Context: an optimization exercise on an open-source flow, tuned for small area. The choices shown serve that exercise and are no tape-out recipe. Where RTL was checked, it was by simulation tests only, not by an equivalence proof against the original. For runs 1 and 2, only the layout was checked, not whether the RTL still works. No run shown here takes its clock network from TritonCTS; it comes from the design's own scripts or RTL. The flow treats the clock pin as an ideal source. Dropping or thinning the clock tree relies on that and would not hold on a real chip. No activity file was given, so power comes from the tool's default toggle rates.

<file path="design.v">
module vgadriver(CLOCK_25, RESET, VGA_R, VGA_G, VGA_B, VGA_BLANK, VGA_SYNC, VGA_HS, VGA_VS);
input wire CLOCK_25;
input wire RESET;
output wire [9:0] VGA_R;
output wire [9:0] VGA_G;
output wire [9:0] VGA_B;
output wire VGA_BLANK;
output wire VGA_SYNC;
output wire VGA_HS;
output wire VGA_VS;
reg [9:0] h;
reg [9:0] w;
reg [9:0] q;
reg z;
wire h112 = (~h[9] & ~h[7] & h[6] & ~h[5] & ~h[4] & h[3] & h[2] & h[1] & h[0]);  
wire hs_low = (~h[9] & ~h[7] & ~h[6]) | (~h[9] & ~h[8] & h[5] & h[4]) | (~h[9] & ~h[7] & ~h[5] & ~h[4] & ~h[3]) | (~h[9] & ~h[7] & ~h[5] & ~h[4] & ~h[1]) | (~h[9] & ~h[7] & ~h[5] & ~h[4] & ~h[0]) | (~h[9] & ~h[7] & ~h[5] & ~h[4] & ~h[2]) | (~h[9] & ~h[8] & ~h[4] & h[3] & h[2] & h[1] & h[0]);  
wire blank_h = (h[9]) | (h[8] & h[7]) | (h[8] & h[6] & h[5] & h[4] & h[3] & h[2] & h[1] & h[0]);  
wire xs = (h[9] & ~h[8] & h[7]) | (h[9] & h[8] & ~h[7] & ~h[6] & ~h[5] & ~h[4] & ~h[3] & ~h[2] & ~h[1] & ~h[0]);  
wire xr_side = (h[9] & ~h[8] & h[7] & h[5] & ~h[4] & ~h[3] & ~h[2] & ~h[1] & ~h[0]);  
wire xr_mid = (~h[8] & h[7] & h[6] & ~h[5] & ~h[4] & ~h[3] & ~h[2] & ~h[1] & ~h[0]);  
wire wwrap = (~w[9] & w[8] & w[7] & w[6] & w[5]);  
wire w990 = (w[9] & ~w[5] & w[3] & w[2] & w[1] & ~w[0]);  
wire w991 = (w[9] & ~w[5] & w[3] & w[2] & w[1] & w[0]);  
wire w992 = (w[9] & ~w[4] & ~w[3] & ~w[2] & ~w[1] & ~w[0]);  
wire w990_991 = (w[9] & ~w[5] & w[3] & w[2] & w[1]);  
wire w991_992 = (w[9] & ~w[5] & w[3] & w[2] & w[1] & w[0]) | (w[9] & ~w[4] & ~w[3] & ~w[2] & ~w[1] & ~w[0]);  
wire yr240 = (~w[9] & w[7] & w[6] & w[5] & w[4] & ~w[3] & ~w[2] & ~w[1] & ~w[0]);  
wire yr_mid = (~w[8] & w[7] & w[6] & ~w[5] & w[4] & ~w[3] & ~w[2] & ~w[1] & ~w[0]) | (w[8] & ~w[7] & ~w[6] & ~w[5] & w[4] & ~w[3] & ~w[2] & ~w[1] & ~w[0]);  
always @(posedge CLOCK_25) begin
  if (RESET)
    h <= 10'd223;
  else
    h <= (&h) ? 10'd223 : h + 10'd1;
end
always @(posedge CLOCK_25) begin
  if (RESET)
    w <= 10'd980;
  else if (h112)
    w <= wwrap ? 10'd980 : w + 10'd1;
end
wire q_wrapoff = (~q[8] & q[7] & ~q[6] & q[5] & ~q[4] & q[3] & q[2] & ~q[1] & ~q[0]);  
wire q_sq = (~q[8] & ~q[7] & q[5]) | (~q[8] & ~q[7] & q[6]) | (~q[8] & q[7] & ~q[6] & ~q[5]) | (~q[8] & ~q[7] & q[4] & q[3] & q[2] & q[1] & q[0]);  
wire off_step = h112 & w992;                 
always @(posedge CLOCK_25) begin
  if (RESET)
    q <= 10'd499;
  else if (off_step) begin
    if (q_wrapoff)
      q <= 10'd512;                          
  end
  else if (h112)
    q <= (&q) ? 10'd499 : q + 10'd1;
end
always @(posedge CLOCK_25) begin
  if (RESET)
    z <= 1'b1;
  else if (off_step)
    z <= q_wrapoff;
end
wire vis_v = ~w[9];                                
wire [8:0] y = w[8:0] & {9{vis_v}};
wire ys = vis_v ? q_sq : z;                        
wire red = (xr_side & yr240) | (xr_mid & yr_mid);
wire blue = ~red & xs & ys;
wire grn = ~red & ~blue;
assign VGA_R = {10{red}};
assign VGA_B = {10{blue}};
assign VGA_G = {y & {9{grn}}, 1'b0};
assign VGA_VS = ~(h112 ? w990_991 : w991_992);
assign VGA_HS = ~hs_low;                           
assign VGA_BLANK = blank_h & vis_v;                
assign VGA_SYNC = 1'b1;
endmodule
</file>
<file path="flow/run.sh">
#!/bin/bash
# Own layout flow: ORFS as the standard.sh runs it, with
#  - an area-oriented ABC script in synthesis (registers unchanged),
#  - no adder extraction before ABC,
#  - the smallest buffer (buf_1) on every port,
#  - a small clock tree (one level of clkbuf cells).
set -euo pipefail
W=$(pwd)
export MY_ABC_SCRIPT=$W/flow/abc_area.script
make -C "$FLOW_HOME" DESIGN_CONFIG="$FLOW_CONFIG" WORK_HOME="$W/orfs" CLKGATE_MAP_FILE= \
  SYNTH_SCRIPT="$W/flow/my_synth.tcl" ADDER_MAP_FILE= \
  BUFFER_PORTS_ARGS="-buffer_cell sky130_fd_sc_hd__buf_1" \
  PRE_CTS_TCL="$W/flow/pre_cts.tcl" FLOW_CLOCK_PORT=CLOCK_25 FLOW_CLOCK_BUF=sky130_fd_sc_hd__clkbuf_16 \
  finish > "$W/make.log" 2>&1
R="$W/orfs/results/$FLOW_PLATFORM/vgadriver/base"
: # left out here: write the final layout as DEF
</file>
<file path="flow/abc_area.script">
strash
&get -n
&st
&deepsyn -T 20
&dch -x
&nf -R 1000 -a
&put
topo
</file>
<file path="flow/my_synth.tcl">
# The standard flow's synthesis script (synth_recipe.tcl) with one change: the combinational
# mapping uses an area-oriented ABC script (flow/abc_area.script).
proc synth {args} { yosys synth -nofsm -noshare {*}$args }
proc abc {args} {
  set i [lsearch $args -script]
  if { $i >= 0 } {
    set args [lreplace $args [expr {$i+1}] [expr {$i+1}] $::env(MY_ABC_SCRIPT)]
  }
  yosys abc {*}$args
}
source $::env(SCRIPTS_DIR)/synth.tcl
# left out here: clear keep_hierarchy, flatten, clean up, hide names made inside functions, write 1_2_yosys.v
</file>
<file path="flow/pre_cts.tcl">
# Replaces the clock tree with a single clock buffer placed at the centre of
# the registers: the design has few registers, and one buffer drives them all.
rename clock_tree_synthesis my_orig_clock_tree_synthesis
proc clock_tree_synthesis {args} {
  set block [ord::get_db_block]
  set sx 0; set sy 0; set n 0
  foreach inst [$block getInsts] {
    if { [string match "*df*" [[$inst getMaster] getName]] } {
      set loc [$inst getLocation]
      set sx [expr {$sx + [lindex $loc 0]}]
      set sy [expr {$sy + [lindex $loc 1]}]
      incr n
    }
  }
  set dbu [$block getDbUnitsPerMicron]
  set x [expr {double($sx) / $n / $dbu}]
  set y [expr {double($sy) / $n / $dbu}]
  set clk_port [lindex [get_ports $::env(FLOW_CLOCK_PORT)] 0]
  set sta_buf [insert_buffer -buffer_cell $::env(FLOW_CLOCK_BUF) -net [get_nets [get_full_name $clk_port]] \
    -location [list $x $y] -buffer_name clkbuf_root -net_name clknet_root]
  set buf [$block findInst [get_full_name $sta_buf]]
  foreach it [$buf getITerms] {
    set net [$it getNet]
    if { $net != "NULL" } { $net setSigType CLOCK }
  }
  set_propagated_clock [all_clocks]
}
</file>
<file path="standard.sh">
#!/bin/bash
# synth_recipe.tcl (not shown) runs the flow's synth.tcl, then flattens the netlist and writes it again
# the make line also repeats each setting of config.mk as NAME=value (left out here)
make -C /OpenROAD-flow-scripts/flow DESIGN_CONFIG=/design/flow/config.mk WORK_HOME=/design/flow/orfs CLKGATE_MAP_FILE= SYNTH_SCRIPT=/design/flow/synth_recipe.tcl "${@:-finish}"
</file>
<file path="config.mk">
export PLATFORM = sky130hd
export DESIGN_NAME = vgadriver
export DESIGN_NICKNAME = vgadriver
export VERILOG_FILES = /design/flow/design.v
export SDC_FILE = /design/flow/constraint.sdc
export NUM_CORES = 4
export LEC_CHECK = 0
export CAP_MARGIN = 20
export CORE_MARGIN = 2
export CORE_UTILIZATION = 40
export SLEW_MARGIN = 20
</file>
<file path="constraint.sdc">
create_clock -name core_clock -period 20.0 [get_ports {CLOCK_25}]
set_input_delay 4.0000 -clock core_clock [delete_from_list [all_inputs] [get_ports {CLOCK_25}]]
set_output_delay 4.0000 -clock core_clock [all_outputs]
set_load 0.01 [all_outputs]
</file>
==> out/results.ini, run 1 <==
[critical_path]
crit_arrival_ps=2320
crit_path_start_kind=flip-flop
required_ps=16000
crit_type=flip-flop to primary output
reg2regPathDepth=12
cp_max_fo=12
regToRegSetupSlack_ps=17030
r2r-end=q[9]
end_kind=primary output
reg2reg_from=h[0]

[timing]
rsz0062_at_grt=false
hold_viol_final=0
setup_viol=0
final-max-slew-violation-count=0
setup_tns_ps=0
tightest_slew_ps=715
skew_ps=4.64
fmax_mhz=158
relSlewSlack_pct=52.0
period_needed_ps=6320
holdWs_ps=434
fin_crit_sh_pct=31.6

[floorplanning]
die_area_um2=4450
core-area_um2=3720
die_w_um=66.7
ios=36
die_height_um=66.7
num_rows=22
initial_core_util_pct=42.4

[logic_synthesis]
syn_area_um2=1570
synth_top_family_by_area=simple AND/OR/NAND/NOR gates
synth_compound_area_share_pct=17.5
synth_mux_area_share_pct=0
synth_adder_area_share_pct=0
seq_area_frac_synth_pct=39.4
synth_cells=197
syn_avg_cell_area_um2=7.99
synth-xor-area-share_pct=2.78
ys_seq_elements=31
yosys_warnings=1
synth_nets=199
synth-simple-area-share_pct=27.9
synth_cell_types=34

[power_and_ir_drop]
power_switching_uw=22.8
leakagePower_nw=0.567
combPwrFrac_pct=8.4
p_int_uw=76.5
pwr-share-clk_pct=24.9
power.density_nw_per_um2=60.9
peakVddDrop_mv=0.0397
p_total_uw=99.3
seqPwrFrac_pct=66.8
switching_share_pct=22.9

[cells_and_area]
utilization_pct=43.9
instances_no_fill=258
layout_common_cells=buf_1 (33), dfxtp_1 (31), nor2_1 (19)
drive_gt1_share_pct=1.43
diodes=0
area_delta_synth_final_pct=3.66
layout_commonest_cell=buf_1
fin_nets=214

[clock_network]
clkTransAtPathRegs_ps=110
ctsResizeCount=0
cts_setup_buffers=0
clk-insertion-delay-late_ps=170
hold_buffers=0

[grt]
grt_pass1_vias=1116
grt_first_pass_wirelength_um=5000
grt_max_degree=32
grtUsageTotal_pct=13.6
grt_remaining_overflow=0
antenna_found_initial=0

[drt]
via_count=1325
drc=0
dr.pass1.iters=4
drtIter0Drc=43
ant_nets=0
avgRoutedWirePerCell_um=10.9
routed_wl_um=2820
vias_per_cell=5.14

[status]
status=finished clean

[run]
cap_violations=0

[place]
hpwl_um=2190
io_buffers=33
dp_cells=257
gp_congestion=0.802

[worst_hold_path]
hold_depth=1
hold_path_end=h[0]
hp-start=h[0]
hold_path.class=flip-flop to flip-flop

-- worst max-delay path: stages (launching register included) --
cell     delay [ps]
dfxtp_1         340
or2_0           230
or4_1           450
nor3_2          520
nor3_1          260
and2_0          230
buf_1           120
-- flip-flops by register name, summed over array words and instances (netlist names) --
| name | cells |
|---|---|
| w | 10 |
| h | 10 |
| q | 10 |
| z | 1 |
-- stage by stage --
stage	area (um^2)	setup WS, ps
2_1_floorplan	1570	13260
3_3_place_gp	1600	13580
3_5_place_dp	1600	13490
4_1_cts	1630	13260
5_1_grt	1630	13360
6_report	1630	13680
-- power groups by stage --
stage	registers, mW	logic, mW	clock network (mW)
3_5_place_dp	0.0677	0.00830	0
5_1_grt	0.0668	0.00970	0.0283
6_report	0.0663	0.00830	0.0247
4_1_cts	0.0663	0.00835	0.0266
2_1_floorplan	0.0670	0.00687	0
3_3_place_gp	0.0677	0.00828	0
-- worst max path at each step --
stage	start	end	cells after the start
after global routing	h[1]	VGA_G[6]	6
final	h[1]	VGA_G[5]	6
after floorplan	h[1]	VGA_B[0]	5
after CTS	h[1]	VGA_G[5]	6
after global placement	h[1]	VGA_G[8]	6
after detailed placement	h[1]	VGA_G[5]	6
-- layer usage --
| metal | wire [um] | global-route usage, % |
|---|---|---|
| met1 | 1520 | 20.6 |
| met2 | 1150 | 22.0 |
| met3 | 127 | 0.845 |
| met4 | 13 | 1.02 |
| met5 | 0 | 0 |
-- cells in the mapped netlist, drive strengths merged --
master   instances  area (um^2)
dfxtp           31          621
buf             22          165
nor2            19         71.3
nand2           18         67.6
o21ai           17         85.1
a21oi           16         80.1
and2            12         75.1
and3             8         50.1
clkinv           6         22.5
nor3             6         30.0
nor4             5         31.3
xnor2            4         35.0
a31oi            3         18.8
nor2b            3         18.8
a2111oi          2         17.5
conb             2         7.51
nand3            2         10.0
nor3b            2         15.0
o21a             2         15.0
or2              2         12.5
or4              2         15.0
a21o             1         7.51
a2bb2oi          1         8.76
a32oi            1         8.76
and4             1         8.76
nand4            1         6.26
nand4b           1         8.76
nor4b            1         8.76
o21ba            1         10.0
o21bai           1         7.51
o31ai            1         7.51
o32ai            1         8.76
or4b             1         10.0
xor2             1         8.76
-- cells by family after synthesis --
group	after synthesis
other	2
AOI/OAI and AO/OA	47
DFF	31
xor gates and xnor gates	5
buffers and inverters	28
and+or+nand+nor	84
-- area by class of cell, clock buffers not listed --
type,count,area [um^2]
Timing Repair Buffer,34,131
Tap cell,48,60.1
Inverter,6,22.5
Fill cell,387,2080
Sequential cell,31,621
Multi-Input combinational cell,138,772
==> inputs of run 2 (changes only) <==
--- a/design.v
+++ b/design.v
@@ -11,3 +11,4 @@
 reg [9:0] h;
-reg [9:0] w;
+reg [9:0] wn;                 
+wire [9:0] w = ~wn;
 reg [9:0] q;
@@ -36,5 +37,5 @@
   if (RESET)
-    w <= 10'd980;
+    wn <= ~10'd980;
   else if (h112)
-    w <= wwrap ? 10'd980 : w + 10'd1;
+    wn <= ~(wwrap ? 10'd980 : w + 10'd1);
 end
--- a/flow/run.sh
+++ b/flow/run.sh
@@ -12,3 +12,3 @@
   BUFFER_PORTS_ARGS="-buffer_cell sky130_fd_sc_hd__buf_1" \
-  PRE_CTS_TCL="$W/flow/pre_cts.tcl" FLOW_CLOCK_PORT=CLOCK_25 FLOW_CLOCK_BUF=sky130_fd_sc_hd__clkbuf_16 \
+  PRE_CTS_TCL="$W/flow/pre_cts.tcl" FLOW_CLOCK_PORT=CLOCK_25 FLOW_CLOCK_BUF=sky130_fd_sc_hd__buf_12 FLOW_CLOCK_NBUF=1 \
   finish > "$W/make.log" 2>&1
==> flow/pre_cts.tcl (replaced) <==
# Replaces the clock tree with a few clock buffers driven straight from the
# clock port: the registers are split into FLOW_CLOCK_NBUF groups by their x
# position, and each group gets one buffer at its centre.
rename clock_tree_synthesis my_orig_clock_tree_synthesis
proc clock_tree_synthesis {args} {
  set block [ord::get_db_block]
  set dbu [$block getDbUnitsPerMicron]
  set flops {}
  foreach inst [$block getInsts] {
    if { [string match "*df*" [[$inst getMaster] getName]] } {
      set loc [$inst getLocation]
      lappend flops [list [lindex $loc 0] [lindex $loc 1] [$inst getName]]
    }
  }
  set flops [lsort -integer -index 0 $flops]
  set nbuf $::env(FLOW_CLOCK_NBUF)
  set n [llength $flops]
  set clk_net [get_nets [get_full_name [lindex [get_ports $::env(FLOW_CLOCK_PORT)] 0]]]
  for { set g 0 } { $g < $nbuf } { incr g } {
    set lo [expr {$g * $n / $nbuf}]
    set hi [expr {($g + 1) * $n / $nbuf - 1}]
    set sx 0; set sy 0; set pins {}
    foreach f [lrange $flops $lo $hi] {
      set sx [expr {$sx + [lindex $f 0]}]
      set sy [expr {$sy + [lindex $f 1]}]
      lappend pins [get_pins [lindex $f 2]/CLK]
    }
    set cnt [expr {$hi - $lo + 1}]
    set x [expr {double($sx) / $cnt / $dbu}]
    set y [expr {double($sy) / $cnt / $dbu}]
    set sta_buf [insert_buffer -buffer_cell $::env(FLOW_CLOCK_BUF) -net $clk_net \
      -load_pins $pins -location [list $x $y] -buffer_name clkbuf_$g -net_name clknet_$g]
    set buf [$block findInst [get_full_name $sta_buf]]
    foreach it [$buf getITerms] {
      set net [$it getNet]
      if { $net != "NULL" } { $net setSigType CLOCK }
    }
  }
  set_propagated_clock [all_clocks]
}
--- a/config.mk
+++ b/config.mk
@@ -9,3 +9,3 @@
 export CORE_MARGIN = 2
-export CORE_UTILIZATION = 40
+export CORE_UTILIZATION = 70
 export SLEW_MARGIN = 20
==> run 2 against run 1 <==
Net effect:
- still clean
- clock power is 8.5% lower
- combinational power rose by 3.0%
- critical path depth rose by 1
==> out/results.ini, run 2 <==
[clock_network]
cts_setup_buffers=0  ; unchanged
clkTransAtPathRegs_ps=110  ; about the same
ctsResizeCount=0  ; unchanged
clk-insertion-delay-late_ps=140  ; was 170 ps
hold_buffers=0  ; unchanged

[power_and_ir_drop]
leakagePower_nw=0.567  ; about the same
p_total_uw=97.7  ; was 99.3 uW
power.density_nw_per_um2=61.9  ; was 60.9 nW/um^2
peakVddDrop_mv=0.0566  ; was 0.0397 mV

[status]
status=finished clean  ; unchanged

[logic_synthesis]
synth_top_area_share_pct=39.6  ; was 39.4%
synth_adder_area_share_pct=0  ; unchanged
post-synth-top-count-cell=nor2_1  ; was dfxtp_1
synth_common_cells=nor2_1 (32), dfxtp_1 (31), buf_4 (22)  ; was dfxtp_1 (31), buf_4 (22), nor2_1 (19)
synthFlopType=dfxtp_1  ; unchanged
post-synth-top-area-cell=dfxtp_1  ; unchanged
ys_seq_elements=31  ; unchanged
synthArstFlopShare_pct=0  ; unchanged
synth_compound_area_share_pct=14.1  ; was 17.5%
syn_avg_cell_area_um2=7.87  ; was 7.99 um^2
syn_area_um2=1570  ; about the same
synth_edf_count=0  ; unchanged
seq_area_frac_synth_pct=39.6  ; was 39.4%
synth-simple-area-share_pct=29.2  ; was 27.9%
synth-xor-area-share_pct=5.59  ; was 2.78%
synth_nets=201  ; was 199
synth_cell_types=33  ; was 34
synth_top_family_by_area=simple AND/OR/NAND/NOR gates  ; unchanged
synth_mux_area_share_pct=0  ; unchanged
synthTopCellsByArea=dfxtp_1 (40%), buf_4 (11%), nor2_1 (7.7%), nand2_1 (4.6%), o21ai_0 (4.2%)  ; was dfxtp_1 (39%), buf_4 (10%), o21ai_0 (5.4%), a21oi_1 (5.1%), and2_0 (4.8%)
yosys_warnings=1  ; unchanged
synth_cells=199  ; was 197

[floorplanning]
core-area_um2=2170  ; was 3720 um^2
die_w_um=51.3  ; was 66.7 um
die_area_um2=2630  ; was 4450 um^2
die_height_um=51.3  ; was 66.7 um
num_rows=17  ; was 22
initial_core_util_pct=72.2  ; was 42.4%
ios=36  ; unchanged

[cells_and_area]
nFillCells=184  ; was 387
layout_commonest_cell=buf_1  ; unchanged
instances_no_fill=239  ; was 258
multi_input_area_um2=773  ; was 772 um^2
layout_common_cells=buf_1 (33), nor2_1 (32), dfxtp_1 (31)  ; was buf_1 (33), dfxtp_1 (31), nor2_1 (19)
drive_gt1_share_pct=0.474  ; was 1.43%
reg_top3=h: 10 flops, q: 10 flops, wn: 10 flops  ; was h: 10 flops, q: 10 flops, w: 10 flops
diodes=0  ; unchanged
seq_area_um2=621  ; unchanged
area_delta_synth_final_pct=0.879  ; was 3.66%
utilization_pct=72.8  ; was 43.9%
fin_nets=215  ; was 214

[critical_path]
crit_type=flip-flop to primary output  ; unchanged
crit_arrival_ps=2310  ; was 2320 ps
required_ps=16000  ; about the same
crit_start=h[0]  ; was h[1]
reg2reg_from=h[0]  ; unchanged
cp_max_fo=8  ; was 12
regToRegSetupSlack_ps=16860  ; was 17030 ps
end_kind=primary output  ; unchanged
crit_path_start_kind=flip-flop  ; unchanged

[place]
io_buffers=33  ; unchanged
hpwl_um=2320  ; was 2190 um
dp_cells=238  ; was 257
gp_congestion=0.834  ; was 0.802

[grt]
grt_use_met2_pct=45.0  ; was 22.0%
grtUsageTotal_pct=23.5  ; was 13.6%
grt_pass1_vias=1159  ; was 1116
grt_first_pass_wirelength_um=4980  ; was 5000 um
antenna_found_initial=0  ; unchanged
grt_remaining_overflow=0  ; unchanged
grt_max_degree=32  ; unchanged
grtUsageMet1_pct=30.6  ; was 20.6%
use_met3_pct=0.585  ; was 0.845%
grt.busiest_layer=met2  ; unchanged

[timing]
period_needed_ps=6310  ; was 6320 ps
skew_ps=3.33  ; was 4.64 ps
holdWs_ps=448  ; was 434 ps
relSlewSlack_pct=46.2  ; was 52.0%
setup_tns_ps=0  ; unchanged
tightest_slew_ps=801  ; was 715 ps
fin_crit_sh_pct=31.6  ; about the same
final-max-slew-violation-count=0  ; unchanged
fmax_mhz=158  ; about the same
rsz0062_at_grt=false  ; unchanged
setup_viol=0  ; unchanged
hold_viol_final=0  ; unchanged

[drt]
drtIter0Drc=33  ; was 43
vias_per_cell=5.60  ; was 5.14
dr.pass1.iters=4  ; unchanged
ant_nets=0  ; unchanged
via_count=1339  ; was 1325
avgRoutedWirePerCell_um=12.6  ; was 10.9 um
drc=0  ; unchanged
routed_wl_um=3010  ; was 2820 um

[run]
cap_violations=0  ; unchanged

[worst_hold_path]
hold_path.class=flip-flop to flip-flop  ; unchanged
hp-start=h[0]  ; unchanged

## run 2: cell count changes in the layout (fill, tap and decap cells not counted), moves of 3 or more
cell and change:
xnor2_1 +3, nand2b_1 +3, nor2_1 +13, or3_1 +3, clkinv_1 -4, nand3_1 +5
and2_0 -11, a21oi_1 -5, o21ai_0 -4
## run 2: layout make-up, clock buffers not listed
type / instances / area share, %
Tap cell: 28 / 2.22
Inverter: 2 / 0.475
Multi-Input combinational cell: 144 / 48.9
Timing Repair Buffer: 33 / 7.84
Sequential cell: 31 / 39.3
## run 2: metrics by stage
step	setup WS, ps	instance area (um^2)
after floorplan	14060	1570
after global placement	14020	1560
after detailed placement	13900	1560
after CTS	13710	1580
after global routing	13470	1580
final	13690	1580
## run 2: report_power, final
part	internal (mW)	switching, mW	total, mW
sequential	0.0638	0.00282	0.0666
combinational	0.00331	0.00523	0.00855
clock	0.00818	0.0144	0.0226
total	0.0752	0.0225	0.0977
## run 2: cell families (layout without fill, tap and decap cells)
logic type                Yosys count  count (layout)
DFF                                31              31
AOI/OAI and AO/OA                  38              38
buffers and inverters              24              36
and+or+nand+nor                    94              94
other                               2               2
xor gates and xnor gates           10              10
## run 2: critical path: stages, from the launching register on
cell and delay [ps]:
dfxtp_1 400, and3_1 250, and2_0 250, o22ai_1 140, nor3_1 630, nand2b_1 220, a41oi_1 130, buf_1 160
## run 2: path summary, 6_finish.rpt
| check | to | cells after the start |
|---|---|---|
| min reg2reg | h[0] | 1 |
| max reg2reg | q[8] | 10 |
| max | VGA_VS | 7 |
| min | h[0] | 1 |
## run 2: routing by layer
| layer | vias to the layer above | share of wire (%) |
|---|---|---|
| met5 | - | 0 |
| met4 | 0 | 0.53 |
| met3 | 2 | 3.6 |
| met2 | 31 | 50 |
| met1 | 618 | 46 |
| li1 | 688 | - |
==> inputs of run 3 (changes only) <==
--- a/design.v
+++ b/design.v
@@ -13,4 +13,3 @@
 wire [9:0] w = ~wn;
-reg [9:0] q;
-reg z;
+reg [8:0] q;
 wire h112 = (~h[9] & ~h[7] & h[6] & ~h[5] & ~h[4] & h[3] & h[2] & h[1] & h[0]);  
@@ -22,5 +21,2 @@
 wire wwrap = (~w[9] & w[8] & w[7] & w[6] & w[5]);  
-wire w990 = (w[9] & ~w[5] & w[3] & w[2] & w[1] & ~w[0]);  
-wire w991 = (w[9] & ~w[5] & w[3] & w[2] & w[1] & w[0]);  
-wire w992 = (w[9] & ~w[4] & ~w[3] & ~w[2] & ~w[1] & ~w[0]);  
 wire w990_991 = (w[9] & ~w[5] & w[3] & w[2] & w[1]);  
@@ -41,20 +37,15 @@
 end
-wire q_wrapoff = (~q[8] & q[7] & ~q[6] & q[5] & ~q[4] & q[3] & q[2] & ~q[1] & ~q[0]);  
-wire q_sq = (~q[8] & ~q[7] & q[5]) | (~q[8] & ~q[7] & q[6]) | (~q[8] & q[7] & ~q[6] & ~q[5]) | (~q[8] & ~q[7] & q[4] & q[3] & q[2] & q[1] & q[0]);  
-wire off_step = h112 & w992;                 
+wire q_end = q[8] & q[7] & q[6] & q[5];           
+wire q_top = ~q[8] & ~|q[6:0];                     
 always @(posedge CLOCK_25) begin
   if (RESET)
-    q <= 10'd499;
-  else if (off_step) begin
-    if (q_wrapoff)
-      q <= 10'd512;                          
+    q <= 9'd480;                             
+  else if (h112 & ~w[9]) begin               
+    if (wwrap) begin                         
+      if (q_top)                             
+        q <= 9'd0;
+    end
+    else
+      q <= q_end ? 9'd0 : q + 9'd1;
   end
-  else if (h112)
-    q <= (&q) ? 10'd499 : q + 10'd1;
-end
-always @(posedge CLOCK_25) begin
-  if (RESET)
-    z <= 1'b1;
-  else if (off_step)
-    z <= q_wrapoff;
 end
@@ -62,3 +53,6 @@
 wire [8:0] y = w[8:0] & {9{vis_v}};
-wire ys = vis_v ? q_sq : z;                        
+wire early = ~w[5] | ~|w[4:0];                     
+wire sq_vis = ~q[8] & (~q[7] | ~|q[6:0]);          
+wire sq_blank = early ? q_end : ~|q;               
+wire ys = vis_v ? sq_vis : sq_blank;               
 wire red = (xr_side & yr240) | (xr_mid & yr_mid);
--- a/flow/run.sh
+++ b/flow/run.sh
@@ -5,3 +5,4 @@
 #  - the smallest buffer (buf_1) on every port,
-#  - a small clock tree (one level of clkbuf cells).
+#  - one tie cell for both constant outputs,
+#  - one clock buffer (buf_12) driving all registers, in place of CTS.
 set -euo pipefail
@@ -12,3 +13,3 @@
   BUFFER_PORTS_ARGS="-buffer_cell sky130_fd_sc_hd__buf_1" \
-  PRE_CTS_TCL="$W/flow/pre_cts.tcl" FLOW_CLOCK_PORT=CLOCK_25 FLOW_CLOCK_BUF=sky130_fd_sc_hd__buf_12 FLOW_CLOCK_NBUF=1 \
+  POST_FLOORPLAN_TCL="$W/flow/post_floorplan.tcl" PRE_CTS_TCL="$W/flow/pre_cts.tcl" FLOW_CLOCK_PORT=CLOCK_25 FLOW_CLOCK_BUF=sky130_fd_sc_hd__buf_12 FLOW_CLOCK_NBUF=1 \
   finish > "$W/make.log" 2>&1
==> flow/abc_area.script (replaced) <==
strash
&get -n
&st
&deepsyn -J 200 -T 120
&dch -x
&nf -R 1000 -a
&put
topo
==> flow/post_floorplan.tcl (new file) <==
# Drives both constant outputs from one tie cell: synthesis leaves one
# conb_1 for the constant 1 and one for the constant 0, and a conb_1 has
# both a HI and a LO pin.
set block [ord::get_db_block]
set ties {}
foreach inst [$block getInsts] {
  if { [[$inst getMaster] getName] eq "sky130_fd_sc_hd__conb_1" } { lappend ties $inst }
}
if { [llength $ties] == 2 } {
  set keep [lindex $ties 0]
  set drop [lindex $ties 1]
  set movable 1
  foreach pin {HI LO} {
    if { [[$drop findITerm $pin] getNet] ne "NULL" && [[$keep findITerm $pin] getNet] ne "NULL" } {
      set movable 0
    }
  }
  if { $movable } {
    foreach pin {HI LO} {
      set from [$drop findITerm $pin]
      set net [$from getNet]
      if { $net ne "NULL" } {
        $from disconnect
        [$keep findITerm $pin] connect $net
      }
    }
    odb::dbInst_destroy $drop
    puts "post_floorplan: merged tie cells into [$keep getName]"
  }
}
--- a/config.mk
+++ b/config.mk
@@ -9,3 +9,3 @@
 export CORE_MARGIN = 2
-export CORE_UTILIZATION = 70
+export CORE_UTILIZATION = 40
 export SLEW_MARGIN = 20
==> run 3 against run 2 <==
Net effect:
- final area is 4.7% lower
- register-to-register slack worse by 190 ps
- clock skew is 8.0 ps higher
- clock power is 4% higher
- via count is 6.7% lower
- sequential share of layout area is 0.73 points lower
- sequential power is 4.8% lower
- synthesized area is 6.1% lower
- global-route usage is 9.8 points lower
- critical path depth is 2 lower
- critical path type unchanged
- critical endpoint is now VGA_B[4]
- largest cell class unchanged
==> out/results.ini, run 3 <==
[status]
status=finished clean  ; unchanged

[timing]
setup_viol=0  ; unchanged
skew_ps=11.3  ; was 3.33 ps
hold_viol_final=0  ; unchanged
setup_tns_ps=0  ; unchanged
fin_crit_sh_pct=32.0  ; was 31.6%
fmax_mhz=156  ; was 158 MHz
fin_ws_ps=13590  ; was 13690 ps
rsz0062_at_grt=false  ; unchanged
period_needed_ps=6410  ; was 6310 ps
tightest_slew_ps=785  ; was 801 ps
holdWs_ps=449  ; was 448 ps
relSlewSlack_pct=47.3  ; was 46.2%
final-max-slew-violation-count=0  ; unchanged

[cells_and_area]
utilization_pct=41.8  ; was 72.8%
nFillCells=364  ; was 184
drive_gt1_share_pct=0.518  ; was 0.474%
stdcell_area_um2=1510  ; was 1580 um^2
area_delta_synth_final_pct=2.38  ; was 0.879%
layout_common_cells=buf_1 (33), dfxtp_1 (29), nor2_1 (19)  ; was buf_1 (33), nor2_1 (32), dfxtp_1 (31)
diodes=0  ; unchanged
reg_top3=h: 10 flops, wn: 10 flops, q: 9 flops  ; was h: 10 flops, q: 10 flops, wn: 10 flops
instances_no_fill=241  ; was 239
layout_commonest_cell=buf_1  ; unchanged
fin_nets=198  ; was 215

[logic_synthesis]
synth_cell_types=36  ; was 33
synth_edf_count=0  ; unchanged
synth_common_cells=dfxtp_1 (29), buf_4 (22), nor2_1 (19)  ; was nor2_1 (32), dfxtp_1 (31), buf_4 (22)
synthTopCellsByArea=dfxtp_1 (39%), buf_4 (11%), nor2_1 (4.8%), a21oi_1 (4.8%), o21ai_0 (4.4%)  ; was dfxtp_1 (40%), buf_4 (11%), nor2_1 (7.7%), nand2_1 (4.6%), o21ai_0 (4.2%)
yosys_warnings=1  ; unchanged
synth_nets=184  ; was 201
seq_area_frac_synth_pct=39.5  ; was 39.6%
ys_seq_elements=29  ; was 31
syn_avg_cell_area_um2=8.08  ; was 7.87 um^2
syn_area_um2=1470  ; was 1570 um^2
synthArstFlopShare_pct=0  ; unchanged
synthFlopType=dfxtp_1  ; unchanged
post-synth-top-count-cell=dfxtp_1  ; was nor2_1
synth_cells=182  ; was 199
synth_top_area_share_pct=39.5  ; was 39.6%
post-synth-top-area-cell=dfxtp_1  ; unchanged

[grt]
grtUsageTotal_pct=13.8  ; was 23.5%
grt_pass1_vias=1079  ; was 1159
grt_first_pass_wirelength_um=4910  ; was 4980 um
grt_remaining_overflow=0  ; unchanged
grt_max_degree=30  ; was 32
antenna_found_initial=0  ; unchanged

[clock_network]
hold_buffers=0  ; unchanged
cts_setup_buffers=0  ; unchanged
clk-insertion-delay-late_ps=150  ; was 140 ps
ctsResizeCount=0  ; unchanged
clkTransAtPathRegs_ps=120  ; was 110 ps

[drt]
drc=0  ; unchanged
avgRoutedWirePerCell_um=11.9  ; was 12.6 um
routed_wl_um=2860  ; was 3010 um
via_count=1249  ; was 1339
dr.pass1.iters=4  ; unchanged
drtIter0Drc=66  ; was 33
ant_nets=0  ; unchanged
vias_per_cell=5.18  ; was 5.60

[floorplanning]
initial_core_util_pct=40.8  ; was 72.2%
die_height_um=64.7  ; was 51.3 um
die_area_um2=4180  ; was 2630 um^2
core-area_um2=3610  ; was 2170 um^2
die_w_um=64.7  ; was 51.3 um
num_rows=22  ; was 17
ios=36  ; unchanged

[critical_path]
crit_type=flip-flop to primary output  ; unchanged
crit_arrival_ps=2410  ; was 2310 ps
crit_path_start_kind=flip-flop  ; unchanged
end_kind=primary output  ; unchanged
cp_max_fo=10  ; was 8
required_ps=16000  ; about the same

[place]
gp_congestion=0.769  ; was 0.834
dp_cells=240  ; was 238
preCtsSetupSlack_ps=13740  ; was 13900 ps
place_area_um2=1490  ; was 1560 um^2
io_buffers=33  ; unchanged
hpwl_um=2140  ; was 2320 um

[power_and_ir_drop]
power.density_nw_per_um2=64.6  ; was 61.9 nW/um^2
peakVddDrop_mv=0.0383  ; was 0.0566 mV
p_total_uw=97.3  ; was 97.7 uW
leakagePower_nw=0.533  ; was 0.567 nW

[run]
cap_violations=0  ; unchanged

[worst_hold_path]
hold_path.class=flip-flop to flip-flop  ; unchanged

run 3: cell count changes after synthesis, sizes merged, moves of 3 or more:
cell   previous run  this run
and2              1         4
or3               3         6
nand2            19        15
nand3             7         4
xnor2             7         3
a21oi            11        14
nor2             32        19
run 3: cell type report, clock buffers not listed:
| type | instances | area [um^2] | area share, % |
|---|---|---|---|
| Multi-Input combinational cell | 127 | 711 | 47.2 |
| Tap cell | 48 | 60.1 | 3.99 |
| Timing Repair Buffer | 33 | 124 | 8.22 |
| Sequential cell | 29 | 581 | 38.5 |
| Inverter | 3 | 11.3 | 0.748 |
run 3: worst max-delay path, cell delays in order, from the launching register on:
cell and delay [ps]:
dfxtp_1 360, or4_1 550, o41ai_1 330, nand3_1 140
nor3_1 660, buf_1 220
run 3: cell families after synthesis:
| logic type | after synthesis | synth area share, % |
|---|---|---|
| buf+inv | 25 | 12.0 |
| flops | 29 | 39.5 |
| compound gates | 43 | 17.5 |
| simple gates | 76 | 26.3 |
| xor+xnor | 6 | 3.57 |
| mux | 1 | 0.680 |
| other cells | 2 | 0.510 |
run 3: per-layer routing:
layer	vias up	track usage [%]	part of all wire [%]
met3	4	0.868	3.3
met4	0	1.60	1.2
met5	-	0	0
met1	568	19.6	52
met2	24	23.7	43
li1	653	-	-
run 3: final timing paths:
path | start | to | slack (ps) | cells past startpoint
max | h[0] | VGA_B[4] | 13590 | 5
min | h[0] | h[0] | 450 | 1
max reg2reg | h[0] | wn[8] | 16670 | 9
min reg2reg | h[0] | h[0] | 450 | 1
run 3: power by group:
group / switching (mW) / leakage, nW / internal, mW
Combinational: 0.00589 / 0.288 / 0.00456
Clock: 0.0153 / 0.00940 / 0.00819
Sequential: 0.00323 / 0.236 / 0.0601
Total: 0.0244 / 0.533 / 0.0729

-- what the ideal ports hide --
The flow's constraints put no driver on any port. The routed layouts listed below were extracted and timed again, unchanged, in two steps. Step 1 (the two cells are an assumption about what drives the block):
set clk [get_ports {CLOCK_25}]
set_driving_cell -lib_cell sky130_fd_sc_hd__clkbuf_16 $clk
set_driving_cell -lib_cell sky130_fd_sc_hd__buf_2 [delete_from_list [all_inputs] $clk]
Step 2 times the ports against the registers' clock, not the clock port: input delays grow and output delays shrink by t, the midpoint of the rising clock arrivals with the driver on. Three values: ideal, step 1, step 2; two values: the first two.
run | t (ns) | setup slack, ns | slew at the worst register clock pin (ns) | worst slew at a driven data input, ns | cell pins on the clock port's net
run 1 | 0.197 | 13.681 / 13.652 / 13.849 | 0.11 / 0.11 | 0.03 | 1
run 2 | 0.170 | 13.686 / 13.655 / 13.825 | 0.11 / 0.11 | 0.03 | 1
run 3 | 0.175 | 13.594 / 13.563 / 13.738 | 0.12 / 0.12 | 0.03 | 1
After both steps every run listed still meets setup and hold.
